Background: an optimization exercise with open tools, aiming at small area. Do not read the settings as production practice.
Where RTL was checked, it was by simulation tests only, not by an equivalence proof against the original.
No functional check of the RTL was part of run 1.
The clock port is modelled as an ideal driver; clocking choices that lean on that would not hold on a real chip.
No activity file was given, so power comes from the tool's default toggle rates.

==> flow/design.v <==
module project(clk, reset, button1, button0, led5, led4, led3, led2, led1, led0, alarmon, what);
	input clk, reset, button1, button0;
	output [6:0] led5, led4, led3, led2, led1, led0, alarmon, what;
	function [6:0] segA;
		input [3:0] d;
		begin
			segA[0] = (~d[3] & ~d[2] & ~d[1] & d[0]) | (~d[3] & d[2] & ~d[0]);
			segA[1] = ~((~d[2]) | (~d[3] & ~d[0]));
			segA[2] = (~d[3] & d[1] & ~d[0]);
			segA[3] = (~d[2] & ~d[1] & d[0]) | (~d[3] & d[2] & ~d[0]);
			segA[4] = (d[0]) | (~d[3] & d[2]);
			segA[5] = (~d[3] & d[1]) | (~d[2] & ~d[1] & d[0]);
			segA[6] = (~d[2] & ~d[1]);
		end
	endfunction
	function [6:0] segB;
		input [3:0] d;
		begin
			segB[0] = (~d[3] & ~d[2] & ~d[1] & d[0]) | (~d[3] & d[2] & ~d[0]);
			segB[1] = ~((~d[2]) | (~d[3] & ~d[0]));
			segB[2] = (~d[3] & d[1] & ~d[0]);
			segB[3] = (~d[2] & ~d[1] & d[0]) | (~d[3] & d[2] & ~d[0]);
			segB[4] = (d[0]) | (~d[3] & d[2]);
			segB[5] = (~d[3] & d[1]) | (~d[2] & ~d[1] & d[0]);
			segB[6] = (~d[2] & ~d[1]);
		end
	endfunction
	function [6:0] segC;
		input [3:0] d;
		begin
			segC[0] = (~d[3] & ~d[2] & ~d[1] & d[0]) | (~d[3] & d[2] & ~d[0]);
			segC[1] = ~((~d[2]) | (~d[3] & ~d[0]));
			segC[2] = (~d[3] & d[1] & ~d[0]);
			segC[3] = (~d[2] & ~d[1] & d[0]) | (~d[3] & d[2] & ~d[0]);
			segC[4] = (d[0]) | (~d[3] & d[2]);
			segC[5] = (~d[3] & d[1]) | (~d[2] & ~d[1] & d[0]);
			segC[6] = (~d[2] & ~d[1]);
		end
	endfunction
	function [6:0] segD;
		input [2:0] d;
		begin
			segD[0] = (~d[2] & ~d[1] & d[0]) | (d[2] & ~d[0]);
			segD[1] = (d[2] & d[0]);
			segD[2] = (d[1] & ~d[0]);
			segD[3] = (~d[2] & ~d[1] & d[0]) | (d[2] & ~d[0]);
			segD[4] = ~((~d[2] & ~d[0]));
			segD[5] = (~d[2] & d[0]) | (d[1]);
			segD[6] = (~d[2] & ~d[1]);
		end
	endfunction
	function [6:0] segE;
		input [3:0] d;
		begin
			segE[0] = (~d[3] & ~d[2] & ~d[1] & d[0]) | (~d[3] & d[2] & ~d[0]);
			segE[1] = ~((~d[2]) | (~d[3] & ~d[0]));
			segE[2] = (~d[3] & d[1] & ~d[0]);
			segE[3] = (~d[2] & ~d[1] & d[0]) | (~d[3] & d[2] & ~d[0]);
			segE[4] = (d[0]) | (~d[3] & d[2]);
			segE[5] = (~d[3] & d[1]) | (~d[2] & ~d[1] & d[0]);
			segE[6] = (~d[2] & ~d[1]);
		end
	endfunction
	function [6:0] segF;
		input [2:0] d;
		begin
			segF[0] = (~d[2] & ~d[1] & d[0]) | (d[2] & ~d[0]);
			segF[1] = ~((~d[2]) | (~d[1] & ~d[0]));
			segF[2] = (d[1] & ~d[0]);
			segF[3] = (~d[2] & ~d[1] & d[0]) | (d[2] & ~d[0]);
			segF[4] = ~((~d[2] & ~d[0]));
			segF[5] = (~d[2] & d[0]) | (d[1]);
			segF[6] = (~d[2] & ~d[1]) | (d[2] & d[1]);
		end
	endfunction
	function [3:0] nA;
		input [3:0] q;
		input en;
		begin
			nA[0] = (~q[0] & en) | (q[0] & ~en);
			nA[1] = (~q[2] & ~q[1] & q[0] & en) | (q[1] & ~q[0]) | (q[1] & ~en);
			nA[2] = (~q[3] & q[1] & q[0] & en) | (~q[3] & q[2]) | (q[2] & ~en);
			nA[3] = (q[2] & q[0] & en) | (q[3] & ~q[1]) | (q[3] & ~q[0]) | (q[3] & ~en);
		end
	endfunction
	function lastA;
		input [3:0] q;
		lastA = (q[3] & q[1] & q[0]);
	endfunction
	function [3:0] nB;
		input [3:0] q;
		input en;
		begin
			nB[0] = (~q[0] & en) | (q[0] & ~en);
			nB[1] = (~q[2] & ~q[1] & q[0] & en) | (q[1] & ~q[0]) | (q[1] & ~en);
			nB[2] = (~q[3] & q[1] & q[0] & en) | (~q[3] & q[2]) | (q[2] & ~en);
			nB[3] = (q[2] & q[0] & en) | (q[3] & ~q[1]) | (q[3] & ~q[0]) | (q[3] & ~en);
		end
	endfunction
	function lastB;
		input [3:0] q;
		lastB = (q[3] & q[1] & q[0]);
	endfunction
	function [2:0] nB6;
		input [2:0] q;
		input en;
		begin
			nB6[0] = (~q[0] & en) | (q[0] & ~en);
			nB6[1] = (~q[2] & ~q[1] & q[0] & en) | (q[1] & ~q[0]) | (q[1] & ~en);
			nB6[2] = (q[2] & ~q[0]) | (q[2] & ~en) | (q[1] & q[0] & en);
		end
	endfunction
	function lastB6;
		input [2:0] q;
		lastB6 = (q[2] & q[0]);
	endfunction
	function [3:0] nC;
		input [3:0] q;
		input en;
		begin
			nC[0] = (~q[0] & en) | (q[0] & ~en);
			nC[1] = (~q[2] & ~q[1] & q[0] & en) | (q[1] & ~q[0]) | (q[1] & ~en);
			nC[2] = (~q[3] & q[1] & q[0] & en) | (~q[3] & q[2]) | (q[2] & ~en);
			nC[3] = (q[2] & q[0] & en) | (q[3] & ~q[1]) | (q[3] & ~q[0]) | (q[3] & ~en);
		end
	endfunction
	function lastC;
		input [3:0] q;
		lastC = (q[3] & q[1] & q[0]);
	endfunction
	function [2:0] nD;
		input [2:0] q;
		input en;
		begin
			nD[0] = (~q[0] & en) | (q[0] & ~en);
			nD[1] = (~q[2] & ~q[1] & q[0] & en) | (q[1] & ~q[0]) | (q[1] & ~en);
			nD[2] = (q[2] & ~q[0]) | (q[2] & ~en) | (q[1] & q[0] & en);
		end
	endfunction
	function lastD;
		input [2:0] q;
		lastD = (q[2] & q[0]);
	endfunction
	function [3:0] nE;
		input [3:0] q;
		input en;
		begin
			nE[0] = (~q[0] & en) | (q[0] & ~en);
			nE[1] = (~q[2] & ~q[1] & q[0] & en) | (q[1] & ~q[0]) | (q[1] & ~en);
			nE[2] = (~q[3] & q[1] & q[0] & en) | (~q[3] & q[2]) | (q[2] & ~en);
			nE[3] = (q[2] & q[0] & en) | (q[3] & ~q[1]) | (q[3] & ~q[0]) | (q[3] & ~en);
		end
	endfunction
	function lastE;
		input [3:0] q;
		lastE = (q[3] & q[1] & q[0]);
	endfunction
	function [2:0] nF;
		input [2:0] q;
		input en;
		begin
			nF[0] = (~q[0] & en) | (q[0] & ~en);
			nF[1] = (~q[2] & ~q[1] & q[0] & en) | (q[1] & ~q[0]) | (q[1] & ~en);
			nF[2] = (q[2] & ~q[0]) | (q[2] & ~en) | (q[1] & q[0] & en);
		end
	endfunction
	function lastF;
		input [2:0] q;
		lastF = (q[2] & q[0]);
	endfunction
	function [4:0] n24;
		input [4:0] q;
		input en;
		reg c3;
		begin
			c3 = en & q[0] & q[1] & q[2];
			n24 = q ^ {c3 & (q[3] | q[4]), c3 & ~q[4], en & q[0] & q[1], en & q[0], en};
		end
	endfunction
	function [3:0] nsd;
		input [3:0] q;
		nsd = q ^ {q[0] & (q[3] | q[1] & q[2]), q[0] & q[1], q[0] & ~q[3], 1'b1};
	endfunction
	function [9:0] n1000;
		input [9:0] q;
		input en;
		reg [9:0] c;
		reg e;
		integer i;
		begin
			c[0] = en;
			for (i = 1; i < 10; i = i + 1) c[i] = c[i-1] & q[i-1];
			e = c[3] & q[9] & q[8] & q[7] & q[6] & q[5];
			n1000 = q ^ {c[9:5] | {5{e}}, c[4], c[3] & ~e, c[2:0]};
		end
	endfunction
	reg b0d0, b0d1, b1d0, b1d1;
	always @(posedge clk or negedge reset)
		if (!reset) begin b0d0 <= 0; b0d1 <= 0; b1d0 <= 0; b1d1 <= 0; end
		else begin b0d0 <= button0; b0d1 <= b0d0; b1d0 <= button1; b1d1 <= b1d0; end
	wire B0 = b0d1 & ~b0d0;
	wire B1 = b1d1 & ~b1d0;
	reg [3:0] state;
	wire ns0 = (~state[1] & ~state[0] & B0) | (state[1] & state[0] & B0) | (~state[3] & state[2] & state[0]) | (~state[1] & ~B0 & B1) | (state[0] & ~B0 & ~B1) | (state[3] & ~state[1]);
	wire ns1 = (~state[0] & ~B0 & B1) | (~state[3] & ~state[2] & state[0] & B0) | (~state[3] & state[2] & state[1]) | (state[1] & ~B0 & ~B1) | (state[3] & state[1] & B0);
	wire ns2 = (~state[3] & ~state[2] & ~state[1] & state[0] & ~B0 & B1) | (~state[3] & ~state[2] & state[1] & ~state[0] & ~B0 & B1) | (~state[3] & state[2] & state[1] & state[0]) | (~state[3] & state[1] & state[0] & B0) | (~state[3] & state[2] & ~B1) | (state[2] & ~B0 & ~B1);
	wire ns3 = (state[2] & ~state[1] & B1) | (state[2] & ~state[0] & B1) | (state[3] & ~B0 & ~B1) | (~state[3] & state[2] & state[1] & state[0] & B0) | (state[3] & ~state[2] & ~B1);
	always @(posedge clk or negedge reset)
		if (!reset) state <= 4'd0;
		else state <= {ns3, ns2, ns1, ns0};
	wire set_clock = (~state[1] & state[0]);
	wire alarm_set = (state[1] & ~state[0]);
	wire stop = (state[1] & state[0]);
	wire alm_or_stop = (state[1]);
	wire hsub = (state[2] & ~state[1]) | (state[2] & ~state[0]);
	wire msub = (state[3] & ~state[2]);
	wire hc = (state[2] & ~state[1]);
	wire mc = (state[3] & ~state[1]);
	wire ha = (state[2] & ~state[0]);
	wire ma = (state[3] & ~state[0]);
	wire srun = (~state[3] & state[2] & state[1] & state[0]);
	wire spause = (state[3] & state[2]);
	reg [9:0] div;
	reg [3:0] sec, min;
	reg [2:0] sec10, min10;
	reg [4:0] hour;
	wire run = ~set_clock;
	wire div_end = &{div[9:5], div[2:0]};
	wire tick = run & div_end;
	wire en_min = set_clock ? (B0 & mc) : (tick & lastA(sec) & lastB6(sec10));
	wire en_hour = set_clock ? (B0 & hc) : (en_min & lastC(min) & lastD(min10));
	always @(posedge clk or negedge reset)
		if (!reset) begin div <= 0; sec <= 0; sec10 <= 0; min <= 0; min10 <= 0; hour <= 0; end
		else begin
			div <= n1000(div, run);
			sec <= nA(sec, tick);
			sec10 <= nB6(sec10, tick & lastA(sec));
			min <= nC(min, en_min);
			min10 <= nD(min10, en_min & lastC(min));
			hour <= n24(hour, en_hour);
		end
	reg [3:0] amin;
	reg [2:0] amin10;
	reg [4:0] ahour;
	always @(posedge clk or negedge reset)
		if (!reset) begin amin <= 0; amin10 <= 0; ahour <= 0; end
		else begin
			amin <= nC(amin, B0 & ma);
			amin10 <= nD(amin10, B0 & ma & lastC(amin));
			ahour <= n24(ahour, B0 & ha);
		end
	reg [3:0] sdiv, sms, sms10, ssec, smin;
	reg [2:0] ssec10, smin10;
	wire sclr = ~(srun | (spause & ~B0));
	wire e0 = srun & sdiv[3] & sdiv[0];
	wire e1 = e0 & lastA(sms);
	wire e2 = e1 & lastB(sms10);
	wire e3 = e2 & lastC(ssec);
	wire e4 = e3 & lastD(ssec10);
	wire e5 = e4 & lastE(smin);
	always @(posedge clk)
		if (sclr) begin sdiv <= 0; sms <= 0; sms10 <= 0; ssec <= 0; ssec10 <= 0; smin <= 0; smin10 <= 0; end
		else begin
			sdiv <= nsd(sdiv);
			sms <= nA(sms, e0);
			sms10 <= nB(sms10, e1);
			ssec <= nC(ssec, e2);
			ssec10 <= nD(ssec10, e3);
			smin <= nE(smin, e4);
			smin10 <= nF(smin10, e5);
		end
	wire [4:0] h = alarm_set ? ahour : hour;
	wire [3:0] h1;
	wire [2:0] h10;	 
	assign h1[0] = (h[0]);
	assign h1[1] = (~h[3] & ~h[2] & h[1]) | (h[3] & ~h[1]) | (h[4] & h[1]);
	assign h1[2] = (h[4] & ~h[2] & ~h[1] & ~h[0]) | (~h[4] & ~h[3] & h[2] & ~h[1]) | (h[3] & h[2] & h[1]) | (~h[4] & ~h[3] & h[2] & ~h[0]);
	assign h1[3] = (~h[4] & ~h[3] & h[2] & h[1]) | (h[3] & ~h[2] & ~h[1]) | (h[4] & ~h[2]);
	assign h10[0] = (h[3] & h[1]) | (h[3] & h[2]) | (h[4] & ~h[2]);
	assign h10[1] = (~h[4] & ~h[3]) | (~h[4] & ~h[2] & ~h[1]) | (~h[3] & h[2]);
	assign h10[2] = (~h[4] & ~h[3]) | (~h[4] & ~h[2] & ~h[1]);
	wire [3:0] n0 = alarm_set ? 4'd0 : stop ? sms : sec;
	wire [3:0] n1 = alarm_set ? 4'd0 : stop ? sms10 : {1'b0, sec10};
	wire [3:0] n2 = alarm_set ? amin : stop ? ssec : min;
	wire [2:0] n3 = alarm_set ? amin10 : stop ? ssec10 : min10;
	wire [3:0] n4 = stop ? smin : h1;
	wire [2:0] n5 = stop ? smin10 : h10;
	assign led0 = segA(n0);
	assign led1 = segB(n1);
	assign led2 = segC(n2);
	assign led3 = segD(n3);
	assign led4 = segE(n4);
	assign led5 = segF(n5);
	assign what = alarm_set ? 7'b000_1000 : 7'b111_1111;
	wire match = (ahour == hour) & (amin10 == min10) & (amin == min);
	assign alarmon = match ? 7'b000_1000 : 7'b111_1111;
endmodule
==> flow/flow/run.sh <==
#!/bin/bash
# Standard layout with three changes: synthesis skips half/full-adder extraction and maps
# with each ABC script in flow/abc, keeping the smallest; the ports get single-drive
# buffers; the clock tree uses small buffers, larger only where a clock edge is slow, and no
# dummy loads.
set -euo pipefail
{ cat flow/overrides.tcl; cat synth_recipe.tcl; } > own_synth.tcl
export OWN_ABC_SCRIPTS="$(ls $PWD/flow/abc/*.abc | tr '\n' ' ')"
export BUFFER_PORTS_ARGS="-buffer_cell sky130_fd_sc_hd__buf_1"
export POST_CTS_TCL=$PWD/flow/clock_upsize.tcl
export OWN_CLOCK_SLEW_NS=0.11
export CTS_ARGS="-sink_clustering_enable -repair_clock_nets -root_buf sky130_fd_sc_hd__clkbuf_4 -buf_list sky130_fd_sc_hd__clkbuf_4 -sink_clustering_size 40 -sink_clustering_max_diameter 300 -dont_use_dummy_load"
bash standard.sh SYNTH_SCRIPT=$PWD/own_synth.tcl > standard_flow.log 2>&1
==> flow/flow/abc/a2.abc <==
strash
&get -n
&fraig -x
&put
scorr
dc2
strash
&get -n
&dch -f
&nf -R 1000
&put
topo
==> flow/flow/abc/a5.abc <==
strash
&get -n
&fraig -x
&put
scorr
dc2
strash
&get -n
&dch -f
&nf -R 1000 -p -a -F 10 -A 10
&put
topo
==> flow/flow/abc/a8.abc <==
strash
&get -n
&deepsyn -T 30
&put
&get -n
&dch -f
&nf -R 1000 -p
&put
topo
==> flow/flow/abc/b1.abc <==
strash
&get -n
&fraig -x
&put
scorr
dc2
strash
&get -n
&dch -f
&nf -R 1000
&put
strash
&get -n
&dch -f
&nf -R 1000
&put
topo
==> flow/flow/abc/b2.abc <==
strash
dc2
dc2
&get -n
&dch -f
&nf -R 1000 -F 8 -A 8 -a
&put
topo
==> flow/flow/clock_upsize.tcl <==
# POST_CTS hook: the clock tree is built from small buffers; give a larger buffer to each
# one whose loads see a slow clock edge, until every clock pin's estimated slew is below
# OWN_CLOCK_SLEW_NS.
set own_limit $::env(OWN_CLOCK_SLEW_NS)
for {set own_it 0} {$own_it < 20} {incr own_it} {
  estimate_parasitics -placement
  set own_worst 0
  set own_buf ""
  foreach own_b [get_cells clkbuf_*] {
    if {[get_property $own_b ref_name] != "sky130_fd_sc_hd__clkbuf_4"} { continue }
    set own_net [get_nets -of_objects [get_pins [get_full_name $own_b]/X]]
    foreach own_p [get_pins -of_objects $own_net -filter "direction==input"] {
      if {![string match "*__df*" [get_property [get_cells -of_objects $own_p] ref_name]]} { continue }
      set own_s [get_property $own_p slew_max]
      if {$own_s > $own_worst} { set own_worst $own_s; set own_buf $own_b }
    }
  }
  puts "own flow: worst clock slew [format %.4f $own_worst] ns after [get_full_name $own_buf]"
  if {$own_worst < $own_limit || $own_buf == ""} { break }
  puts "own flow: upsizing [get_full_name $own_buf] to sky130_fd_sc_hd__clkbuf_8"
  replace_cell $own_buf sky130_fd_sc_hd__clkbuf_8
}
detailed_placement
check_placement -verbose
estimate_parasitics -placement
==> flow/flow/overrides.tcl <==
# Own flow: no half/full-adder extraction, and ABC mapping tried with each script in
# OWN_ABC_SCRIPTS, keeping the smallest result.
proc extract_fa {args} { puts "own flow: no adder extraction" }
proc abc {args} {
  set i [lsearch -exact $args -script]
  if {$i >= 0} { set args [lreplace $args $i [expr {$i + 1}]] }
  set lib [lindex $args [expr {[lsearch -exact $args -liberty] + 1}]]
  set stat $::env(OBJECTS_DIR)/own_abc_stat.txt
  yosys design -save own_pre_abc
  set best -1
  set best_area 1e18
  set k 0
  foreach s $::env(OWN_ABC_SCRIPTS) {
    yosys design -load own_pre_abc
    yosys abc {*}$args -script $s
    yosys tee -q -o $stat stat -liberty $lib
    set f [open $stat r]
    set txt [read $f]
    close $f
    if {[regexp {Chip area for module[^:]*:\s*([0-9.]+)} $txt -> area]} {
      puts "own flow: ABC script $s gives area $area"
      if {$area < $best_area} {
        set best_area $area
        set best $k
        yosys design -save own_best_abc
      }
    }
    incr k
  }
  puts "own flow: keeping the result of ABC script [lindex $::env(OWN_ABC_SCRIPTS) $best]"
  yosys design -load own_best_abc
}
==> flow/standard.sh <==
#!/bin/bash
# synth_recipe.tcl (not shown) runs the flow's synth.tcl, then flattens the netlist and writes it again
# the make line also repeats each setting of config.mk as NAME=value (left out here)
make -C /OpenROAD-flow-scripts/flow DESIGN_CONFIG=/design/flow/config.mk WORK_HOME=/design/flow/orfs CLKGATE_MAP_FILE= SYNTH_SCRIPT=/design/flow/synth_recipe.tcl "${@:-finish}"
==> flow/config.mk <==
export PLATFORM = sky130hd
export DESIGN_NAME = project
export DESIGN_NICKNAME = project
export VERILOG_FILES = /design/flow/design.v
export SDC_FILE = /design/flow/constraint.sdc
export NUM_CORES = 4
export LEC_CHECK = 0
export CAP_MARGIN = 20
export CORE_MARGIN = 2
export CORE_UTILIZATION = 70
export SLEW_MARGIN = 20
==> flow/constraint.sdc <==
create_clock -name core_clock -period 10.0 [get_ports {clk}]
set_input_delay 2.0000 -clock core_clock [delete_from_list [all_inputs] [get_ports {clk}]]
set_output_delay 2.0000 -clock core_clock [all_outputs]
set_load 0.01 [all_outputs]
==> out/summary.txt, run 1 <==
Status -> timing/DRC/antenna clean
Worst Path Buf+Inv -> 3
IO Port Bufs -> 57
Crit path capture type -> output port
IO Pins -> 60
Vias in the first global route -> 2954
Max incr delay on CP -> 560 ps
Critical path class -> flop to output port
Tot GR Track Use -> 27.8%
Die width -> 76.8 um
Crit path depth -> 11
First-pass GRT wire length -> 13300 um
Crit start category -> flop
Final wirelength -> 7730 um
Top cells by area, synth -> dfrtp_1 (33%), dfxtp_1 (14%), nand2_1 (5.4%)
Simple-Gate Fraction of Synth Area -> 21.4%
Die ar. -> 5900 um2
CTS tree -> yes
Syn Inst Count -> 416
RePlAce Congestion -> 0.831
Row count -> 26
Worst Hold Class -> flop to flop
Worst-Margin Slew -> 780 ps
Most frequent cells in the layout -> buf_1 (56), nand2_1 (53), dfrtp_1 (49)
Post-synthesis mux area share -> 2.22%
Sum Neg Setup Slack -> 0 ps
Post-Synth Adder-Cell Area -> 0%
Slew Limit Fails -> 0
Top Family by Delay on Critical Path -> buffers and inverters
Crit path to -> led4[5]
DRT antenna net count -> 0
Post-synth top area share -> 33.0%
Min Clock Period, post-route -> 5930 ps
Largest family of logic cells by synthesized area -> simple AND/OR/NAND/NOR gates
Leading cell type in the layout, fill and taps excluded -> buf_1
Clock Skews -> 27.0 ps
Fillcell total -> 359
Period utilization -> 59.3%
Post-synthesis compound-gate area fraction -> 18.8%
XOR/XNOR Fraction of Synth Area -> 5.90%
Clock Sinks -> 75
RR Endpoint -> hour[3]
Layout net count -> 477
Critical-path cell list -> clkinv_1 > nor2_1 > clkinv_1 > mux2i_1 > o21ai_0 > a211oi_1 > o22ai_1 > and2_0 > nand2b_1 > o21ai_0 > buf_1
Crit-path max FO -> 13
Synth area leader -> dfrtp_1
Clock Latency Late Sink -> 400 ps
Post-Syn Area -> 3710 um2
Via count -> 3202
Core area -> 5110 um2
Wirelength per Cell -> 14.3 um
YS warnings -> 1
Peak supply drop -> 0.172 mV
Slowest-stage cell, CP -> dfrtp_1
Max Cap Viol -> 0
Initial antenna violation count -> 0
DP HPWL -> 5740 um
FF-to-FF setup slack -> 5580 ps
Hold Slack -> 382 ps
Endpoints failing setup -> 0
RSZ-0062 raised after global routing -> no
Register bit total from synthesis -> 75
Drt drc -> 0
P per Cell Area -> 240 nW/um2
Sequential area share after synthesis -> 47.0%
Slew HR -> 48.0%
Reg2Reg Depth -> 14
Pin count of the biggest net entering global routing -> 50
Ant diodes -> 0
Fin. Hold Viols -> 0
Leak -> 1.78 nW
Clk slew on worst S/H paths -> 100 ps
Reg2reg start -> state[1]
Worst path arrival time -> 3930 ps
Die H -> 76.8 um
Post-Place Cells -> 532
Average size of a mapped cell -> 8.93 um2
Initial DRC count -> 252
Area grow syn2layout -> 7.82%
Drt first pass iters -> 5
Crit path from -> state[1]
Vias per cell -> 5.92
Fmax -> 0.169 GHz
Post-route insts no fill -> 541
Total grt overflow -> 0
Post-layout util -> 78.4%
Netlist cell types -> 39
Worst Path Required -> 8000 ps
Initial core utilization -> 72.7%
Share of layout cells above drive strength 1 -> 2.55%
Total power draw -> 0.961 mW
==> Yosys cell counts <==
| cell | n |
|---|---|
| nand4_1 | 5 |
| a21boi_0 | 2 |
| a21oi_1 | 38 |
| nor4_1 | 1 |
| o211a_1 | 5 |
| o21a_1 | 3 |
| nand3_1 | 13 |
| o41ai_1 | 1 |
| nor2_1 | 36 |
| dfxtp_1 | 26 |
| nor3b_1 | 3 |
| a211oi_1 | 5 |
| a222oi_1 | 4 |
| xor2_1 | 8 |
| mux2_1 | 2 |
| a31o_1 | 1 |
| a21o_1 | 1 |
| o32ai_1 | 1 |
| nor2b_1 | 15 |
| o21ai_0 | 24 |
| a22oi_1 | 10 |
| and2_0 | 10 |
| dfrtp_1 | 49 |
| nand2_1 | 53 |
| nand2b_1 | 11 |
| nor3_1 | 7 |
| conb_1 | 1 |
| buf_4 | 14 |
| a22o_1 | 1 |
| or2_0 | 1 |
| o221ai_1 | 3 |
| mux2i_1 | 6 |
| clkinv_1 | 17 |
| o22a_1 | 2 |
| o211ai_1 | 4 |
| o22ai_1 | 3 |
| and3_1 | 11 |
| xnor2_1 | 17 |
| a31oi_1 | 2 |
==> per-stage QoR <==
step	worst slack (ps)	area (um2)
detailed placement	4550	3930
global placement	4810	3930
global route	3640	4000
floorplan	5130	3720
finish	4070	4000
==> final cells by class <==
type                            instances  area [um2]  share of cell area, %
Multi-Input combinational cell        311        1800                   45.0
Inverter                               17        63.8                   1.59
Sequential cell                        75        1750                   43.6
Timing Repair Buffer                   59         230                   5.75
Tap cell                               70        87.6                   2.19
Clock buffer                            9        73.8                   1.84
==> where the power goes <==
part / internal, mW / total [mW] / switching (mW)
Sequential: 0.348 / 0.410 / 0.0614
Combinational: 0.148 / 0.418 / 0.270
Clock: 0.0461 / 0.132 / 0.0864
Total: 0.542 / 0.961 / 0.418
==> cells by family after synthesis <==
group	Yosys count
flip-flops	75
XOR/XNOR	25
other	1
buffers and inverters	31
AO/OA/AOI/OAI	110
multiplexers	8
AND/OR/NAND/NOR	166
==> how the worst min path moves through the flow <==
stage	start	end	slack, ps	depth (start not counted)
6_report	b1d0	b1d1	380	0
5_1_grt	b1d0	b1d1	410	0
3_5_place_dp	b1d0	b1d1	360	0
3_3_place_gp	b1d0	b1d1	370	0
2_1_floorplan	b1d0	b1d1	350	0
==> sequential cells by signal, summed over array words and instances, names as in the netlist, 3 cells and up <==
| signal | cells |
|---|---|
| amin10 | 3 |
| ssec | 4 |
| state | 4 |
| ssec10 | 3 |
| smin | 4 |
| hour | 5 |
| min10 | 3 |
| min | 4 |
| smin10 | 3 |
| sms | 4 |
| amin | 4 |
| sdiv | 4 |
| ahour | 5 |
| sec | 4 |
| div | 10 |
| sec10 | 3 |
| sms10 | 4 |
==> layer usage <==
metal  share of wire, %  up-vias  track usage (%)  wire length, um
li1                   -     1574                -                -
met1                 45     1519             37.5             3450
met2                 49      103             46.6             3790
met3                5.8        6             4.12              448
met4               0.59        0             8.91               46
met5                  0        -                0                0
==> run 2: changes to the inputs <==
--- a/flow/design.v
+++ b/flow/design.v
@@ -211,7 +211,6 @@
 	wire set_clock = (~state[1] & state[0]);
 	wire alarm_set = (state[1] & ~state[0]);
 	wire stop = (state[1] & state[0]);
-	wire alm_or_stop = (state[1]);
 	wire hsub = (state[2] & ~state[1]) | (state[2] & ~state[0]);
 	wire msub = (state[3] & ~state[2]);
 	wire hc = (state[2] & ~state[1]);
==> run 2 against run 1 <==
Compared with the run above:
- worst setup slack worse by 71 ps
- clock skew is 0.89 ps higher
- combinational power hardly changed
- worst hold slack worse by 7.4 ps
- global-route usage is 0.97 points higher
- power is 1.6% higher
- routed wire length is 2.2% higher
- die area stayed put
- synthesized cell count stayed put
- clock-buffer cell count stayed put
- utilization is 0.25 points higher
- clock power is 9.8% higher
- largest power group unchanged
==> out/summary.txt, run 2 <==
Reg2Reg Depth -> 14
Crit path from -> state[1]
Share of layout cells above drive strength 1 -> 2.55%
Synth area leader -> dfrtp_1
Clock Latency Late Sink -> 430 ps
Initial antenna violation count -> 0
Crit path capture type -> output port
Peak supply drop -> 0.172 mV
Fillcell total -> 361
P per Cell Area -> 243 nW/um2
Post-synth ARST share -> 65.3%
Wirelength per Cell -> 14.6 um
Worst-Margin Slew -> 780 ps
First-pass GRT wire length -> 13600 um
Drt first pass iters -> 5
Top Family by Delay on Critical Path -> buffers and inverters
Pin count of the biggest net entering global routing -> 50
Max reg flops -> 10
Leading cell type in the layout, fill and taps excluded -> buf_1
Setup slack after layout -> 4000 ps
Worst path arrival time -> 4000 ps
Top cells by area, synth -> dfrtp_1 (33%), dfxtp_1 (14%), nand2_1 (5.4%)
DP HPWL -> 5750 um
Largest Register -> div
Most frequent cells in the layout -> buf_1 (56), nand2_1 (53), dfrtp_1 (49)
Vias in the first global route -> 2988
Die ar. -> 5900 um2
Reg2reg start -> state[1]
CTS tree -> yes
Max incr delay on CP -> 580 ps
Vias per cell -> 5.96
Clock Sinks -> 75
Critical-path cell list -> clkinv_1 > nor2_1 > clkinv_1 > mux2i_1 > o21ai_0 > a211oi_1 > o22ai_1 > and2_0 > nand2b_1 > o21ai_0 > buf_1
Post-synth top area share -> 33.0%
Area grow syn2layout -> 8.15%
Multi-input logic area -> 1800 um2
Clock Skews -> 27.9 ps
Final wirelength -> 7900 um
DRT antenna net count -> 0
Register bit total from synthesis -> 75
Netlist cell types -> 39
Core area -> 5110 um2
YS warnings -> 1
Worst Path Required -> 8000 ps
Dominant synthesized flop cell -> dfrtp_1
Initial core utilization -> 72.7%
Row count -> 26
Min Clock Period, post-route -> 6000 ps
Clk slew on worst S/H paths -> 100 ps
Die H -> 76.8 um
RR Endpoint -> hour[3]
Post-synth EDFFs -> 0
Ant diodes -> 0
RePlAce Congestion -> 0.831
Slowest-stage cell, CP -> dfrtp_1
IO Port Bufs -> 57
Sum Neg Setup Slack -> 0 ps
Crit start category -> flop
Post-Place Cells -> 532
Critical path class -> flop to output port
Leak -> 1.78 nW
Sequential area share after synthesis -> 47.0%
Slew HR -> 48.0%
Crit path depth -> 11
Post-Syn Area -> 3710 um2
Crit-path max FO -> 13
Register area -> 1750 um2
Via count -> 3224
Average size of a mapped cell -> 8.93 um2
Crit path to -> led4[5]
Worst Hold Class -> flop to flop
Total grt overflow -> 0
Drt drc -> 0
Max Cap Viol -> 0
Top-count cell post-synth -> nand2_1
Worst Path Buf+Inv -> 3
Syn Inst Count -> 416
Status -> timing/DRC/antenna clean
Endpoints failing setup -> 0
Fmax -> 0.167 GHz
Die width -> 76.8 um
Period utilization -> 60.0%
Layout net count -> 477
Fin. Hold Viols -> 0
Initial DRC count -> 283
Top flop regs -> div (10), ahour (5), hour (5)
Slew Limit Fails -> 0
Most instantiated cells after synthesis -> nand2_1 (53), dfrtp_1 (49), a21oi_1 (38), nor2_1 (36), dfxtp_1 (26)
IO Pins -> 60
Tot GR Track Use -> 28.8%
Post-route insts no fill -> 541
FF-to-FF setup slack -> 5440 ps
RSZ-0062 raised after global routing -> no
Placement Setup Slack -> 4550 ps
==> run 2: worst min-delay path by stage <==
stage                 to  cells past startpoint  start
finish              b1d1                      0   b1d0
global route        b1d1                      0   b1d0
detailed placement  b1d1                      0   b1d0
global placement    b1d1                      0   b1d0
floorplan           b1d1                      0   b1d0
==> run 2: layout make-up <==
| cell class | instances | share of cell area (%) |
|---|---|---|
| multi-input combinational | 311 | 44.9 |
| sequential | 75 | 43.5 |
| timing repair buffer | 59 | 5.73 |
| tap | 70 | 2.18 |
| clock buffer | 9 | 2.15 |
| inverter | 17 | 1.59 |
==> run 2: report_power, final <==
group | switching [mW] | leakage (nW) | internal (mW)
Combinational | 0.272 | 0.883 | 0.148
Sequential | 0.0624 | 0.848 | 0.348
Clock | 0.0910 | 0.0492 | 0.0544
==> run 2: per-layer routing <==
layer / wire length [um] / vias up / track usage [%]
met5: 0 / - / 0
met4: 136 / 0 / 13.1
met3: 486 / 13 / 4.00
met2: 3740 / 130 / 46.2
met1: 3540 / 1509 / 39.0
li1: - / 1572 / -
==> run 2: logic make-up after synthesis <==
group / after synthesis / synth area share [%]
compound gates: 110 / 18.8
buf+inv: 31 / 4.55
xor+xnor: 25 / 5.90
other cells: 1 / 0.101
simple gates: 166 / 21.4
mux: 8 / 2.22
flops: 75 / 47.0
==> run 2: stage by stage <==
| step | cell area [um2] | utilization (%) | hold WS (ps) | power (mW) |
|---|---|---|---|---|
| 2_1_floorplan | 3720 | - | 346 | 0.731 |
| 3_3_place_gp | 3930 | 76.9 | 365 | 0.819 |
| 3_5_place_dp | 3930 | 76.9 | 364 | 0.831 |
| 5_1_grt | 4020 | 78.6 | 398 | 1.04 |
| 6_report | 4020 | 78.6 | 375 | 0.976 |

-- what the ideal ports hide --
The flow's constraints put no driver on any port. The routed layouts listed below were extracted and timed again, unchanged, in two steps. Step 1 assumes that a clkbuf_16 drives the clock port and a buf_2 every other input. Step 2 adds t to the input delays and takes it off the output delays; t is the mean of the earliest and latest rising clock arrival at the registers after step 1. Input paths then give back, and output paths get back, about the clock's delay inside the block. Three values: ideal ports, drivers, drivers and shift; two values: the first two.
run	shift t [ns]	slack for setup (ns)	worst register clock-pin slew, ns
run 1	0.417	4.068 / 4.039 / 4.457	0.10 / 0.10
run 2	0.442	3.996 / 3.968 / 4.410	0.10 / 0.10
After both steps every run listed still meets setup and hold.
